What follows belongs to an exercise in optimizing a design on an open flow for small area and a short achievable clock period; a production flow would make more cautious choices.
RTL that was checked went through simulation tests only; none was proved equivalent to the original.

Design main, start of the top module:
module main (
    input wire clk,
    input wire rst,
    input wire [7:0] in,
    input wire [2:0] op,
    input wire apply,
    output wire [7:0] tail,
    output wire empty,
    output reg valid
);
Size: roughly 44 flip-flops, roughly 24 I/O pins, ~4900 um2 of cells after synthesis.
==> module main, before the edit <==
module main (
    input wire clk,
    input wire rst,
    input wire [7:0] in,
    input wire [2:0] op,
    input wire apply,
    output wire [7:0] tail,
    output wire empty,
    output reg valid
);
    reg [7:0] q0, q1, q2, q3, q4;
    reg [2:0] c;     
    assign tail  = q0;
    assign empty = (c == 3'd0);
    wire s2 = ~c[2] & ~c[0];
    wire s3 = ~c[2] &  c[0];
    wire s4 =  c[2] & ~c[0];
    wire s5 =  c[2] &  c[0];
    wire [7:0] a = ({8{s2}} & q1) | ({8{s3}} & q2) | ({8{s4}} & q3) | ({8{s5}} & q4);
    wire [7:0] b = ({8{s2}} & q0) | ({8{s3}} & q1) | ({8{s4}} & q2) | ({8{s5}} & q3);
    wire [7:0] quo, rem;
    divu8 u_div (.n(b), .d(a), .q(quo), .r(rem));
    wire       sub = op[2];
    wire [7:0] sum, prod;
    addsub8 u_as (.a(a), .b(b), .sub(sub), .y(sum));
    mul8lo u_mul (.a(a), .b(b), .p(prod));
    reg [7:0] res;
    always @* begin
        case (op)
            3'd0:    res = in;
            3'd3:    res = prod;
            3'd5:    res = quo;
            3'd6:    res = rem;
            default: res = sum;
        endcase
    end
    wire full = c[2] & c[0];
    wire ge2  = c[2] | c[1];
    wire ge1  = c != 3'd0;
    wire bad = (op == 3'd7)
             | ((op == 3'd0) & full)
             | ((op == 3'd1) & ~ge1)
             | ((op != 3'd0) & (op != 3'd1) & ~ge2)
             | (((op == 3'd5) | (op == 3'd6)) & (a == 8'd0));
    always @(posedge clk) begin
        if (apply && op != 3'd1) begin
            q0 <= res;
            q1 <= q0;
            q2 <= q1;
            q3 <= q2;
            q4 <= q3;
        end
    end
    always @(posedge clk or posedge rst) begin
        if (rst) begin
            c     <= 3'd0;
            valid <= 1'b1;
        end else if (apply) begin
            if (op == 3'd0) c <= c + 3'd1;
            else            c <= c - 3'd1;
            if (bad) valid <= 1'b0;
        end
    end
endmodule
clock: 15.5 ns
lec_check: 0
abc_area: 1
cap_margin: 0
core_margin: 2
core_utilization: 60
setup_slack_margin: 5
slew_margin: 0
tns_end_percent: 10
run.sh (not shown) runs the stock make flow with config.mk's settings and CLKGATE_MAP_FILE= SYNTH_SCRIPT=/design/flow/synth_recipe.tcl, a recipe that flattens the netlist after the stock synthesis.
Change:
--- a/flow/design.v
+++ b/flow/design.v
@@ -279,10 +279,13 @@
     assign tail  = q0;
     assign empty = (c == 3'd0);
-    wire s2 = ~c[2] & ~c[0];
-    wire s3 = ~c[2] &  c[0];
-    wire s4 =  c[2] & ~c[0];
-    wire s5 =  c[2] &  c[0];
-    wire [7:0] a = ({8{s2}} & q1) | ({8{s3}} & q2) | ({8{s4}} & q3) | ({8{s5}} & q4);
-    wire [7:0] b = ({8{s2}} & q0) | ({8{s3}} & q1) | ({8{s4}} & q2) | ({8{s5}} & q3);
+    reg [7:0] a, b;
+    always @* begin
+        case ({c[2], c[0]})
+            2'd0: begin a = q1; b = q0; end
+            2'd1: begin a = q2; b = q1; end
+            2'd2: begin a = q3; b = q2; end
+            default: begin a = q4; b = q3; end
+        endcase
+    end
     wire [7:0] quo, rem;
     divu8 u_div (.n(b), .d(a), .q(quo), .r(rem));
The changed run completed without violations.
Global-route usage went up by 0.18 points.
Count of clock-buffer cells in the layout stays the same.
Routed wire length decreases by a few percent.
Via count is lower by a few percent.
Worst setup slack gains 0.11 ns.
Sequential share of layout area is higher by 1.1 points.
Synthesized cell count falls by a few percent.
Hold slack loses 0.0034 ns.
Design area goes down by a few percent.
For the first run of this note, only the layout was checked, not whether the RTL still works.

--- another note on this design; it stands on its own ---

== run 1 ==
Design main, start of the top module:
module main (
    input wire clk,
    input wire rst,
    input wire [7:0] in,
    input wire [2:0] op,
    input wire apply,
    output wire [7:0] tail,
    output wire empty,
    output reg valid
);
Size: about 530 cells after synthesis, ~44 flip-flops, roughly 24 I/O pins, roughly 0.0042 sq mm of cells after synthesis.
make LEC_CHECK=0 ABC_AREA=1 CAP_MARGIN=0 CORE_MARGIN=2 CORE_UTILIZATION=60 SETUP_SLACK_MARGIN=4 SLEW_MARGIN=0 TNS_END_PERCENT=10 finish   # period 15.5 ns
run.sh (not shown) runs the stock make flow with config.mk's settings and CLKGATE_MAP_FILE= SYNTH_SCRIPT=/design/flow/synth_recipe.tcl, a recipe that flattens the netlist after the stock synthesis.
Here is what was changed in the inputs of run 2 compared with run 1.
# run 1
export LEC_CHECK = 0
export ABC_AREA = 1
export CAP_MARGIN = 0
export CORE_MARGIN = 2
export CORE_UTILIZATION = 60
export SETUP_SLACK_MARGIN = 4
export SLEW_MARGIN = 0
export TNS_END_PERCENT = 10
create_clock -name core_clock -period 15.5 [get_ports {clk}]
# run 2
export LEC_CHECK = 0
export ABC_AREA = 1
export CAP_MARGIN = 0
export CORE_MARGIN = 2
export CORE_UTILIZATION = 60
export SETUP_SLACK_MARGIN = 3
export SLEW_MARGIN = 0
export TNS_END_PERCENT = 10
create_clock -name core_clock -period 15.5 [get_ports {clk}]
Between run 1 and run 2, required time at the endpoint of the critical path increased.
Taking run 1 over run 2, the number of global-route vias before repair ratio works out to 1.05.
[run 2 vs run 1] number of standard cells in the final layout excluding fillers: lower in run 2
On latest clock arrival within the worst-skew pair, run 2 and run 1 are neck and neck.
When the final numbers for run 2 and run 1 were put side by side, the register share of the cell area turned out to be greater in run 2.
Compared run 2 vs run 1, and count of fill cells added during filler insertion is up in run 2.
Compared with run 1, run 2 shows net count of the finished layout lower by 31.
Looking at routed wire length across run 2 and run 1, the one that comes out lower is run 2.
### run 2 -> run 3
# run 2
export LEC_CHECK = 0
export ABC_AREA = 1
export CAP_MARGIN = 0
export CORE_MARGIN = 2
export CORE_UTILIZATION = 60
export SETUP_SLACK_MARGIN = 3
export SLEW_MARGIN = 0
export TNS_END_PERCENT = 10
create_clock -name core_clock -period 15.5 [get_ports {clk}]
# run 3
export LEC_CHECK = 0
export CAP_MARGIN = 0
export CORE_MARGIN = 2
export CORE_UTILIZATION = 60
export SETUP_SLACK_MARGIN = 3
export SLEW_MARGIN = 0
export TNS_END_PERCENT = 10
create_clock -name core_clock -period 15.5 [get_ports {clk}]
Notes after the runs:
- Every run (run 2 and run 3) finished clean.
- Sort run 2 and run 3 by number of global-route vias before repair desc -> top: run 2
- On run 3: post-placement worst setup slack is 1.23 ns lower than what run 2 gave.
- Relative to run 2, the worst stage delay on the critical path of run 3 is lower by 0.11 ns.
- Looking at total length of routed wires, run 3 sits 12% above run 2.
- What run 3 reported for number of multi-input logic gates has to be multiplied by 1.3 to get the figure for run 2.
- | multi-input logic portion of the cell area | run 3 vs run 2 | 1.4 points higher |
- Going from run 2 to run 3, the worst-margin pin slew was found to have gone up by 0.10 ns.

==> port drivers added, routing unchanged <==
The results above use ideal ports. As a check the final layouts listed here were re-extracted and re-timed, cells and wires unchanged.
Step 1 assumes that a clkbuf_16 drives the clock port and a buf_2 every other input.
Step 2, shift: input delay + t, output delay - t, t = (earliest + latest rising clock arrival at the registers) / 2. This alone moves slack from input paths to output paths.
a / b / c = ideal / step 1 / step 2; a / b = the first two.
run | shift t [ns] | slack for setup (ns) | hold slack, ns | slew at the worst register clock pin (ns) | cell pins on the clock port's net
the first run of note 1 | 0.326 | 4.684 / 4.684 / 4.684 | 0.449 / 0.449 / 0.449 | 0.09 / 0.09 | 1
the second run of note 1 | 0.326 | 4.792 / 4.792 / 4.792 | 0.446 / 0.446 / 0.446 | 0.08 / 0.08 | 1
run 1 | 0.318 | 4.352 / 4.353 / 4.035 | 0.485 / 0.485 / 0.485 | 0.08 / 0.08 | 1
run 2 | 0.325 | 3.903 / 3.905 / 3.580 | 0.485 / 0.485 / 0.485 | 0.08 / 0.08 | 1
run 3 | 0.319 | 3.155 / 3.155 / 3.155 | 0.454 / 0.454 / 0.454 | 0.09 / 0.09 | 1
After both steps every run listed still meets setup and hold. For run 2, which loses most, drivers alone change the setup slack by +0.002 ns; drivers and shift together by -0.323 ns.
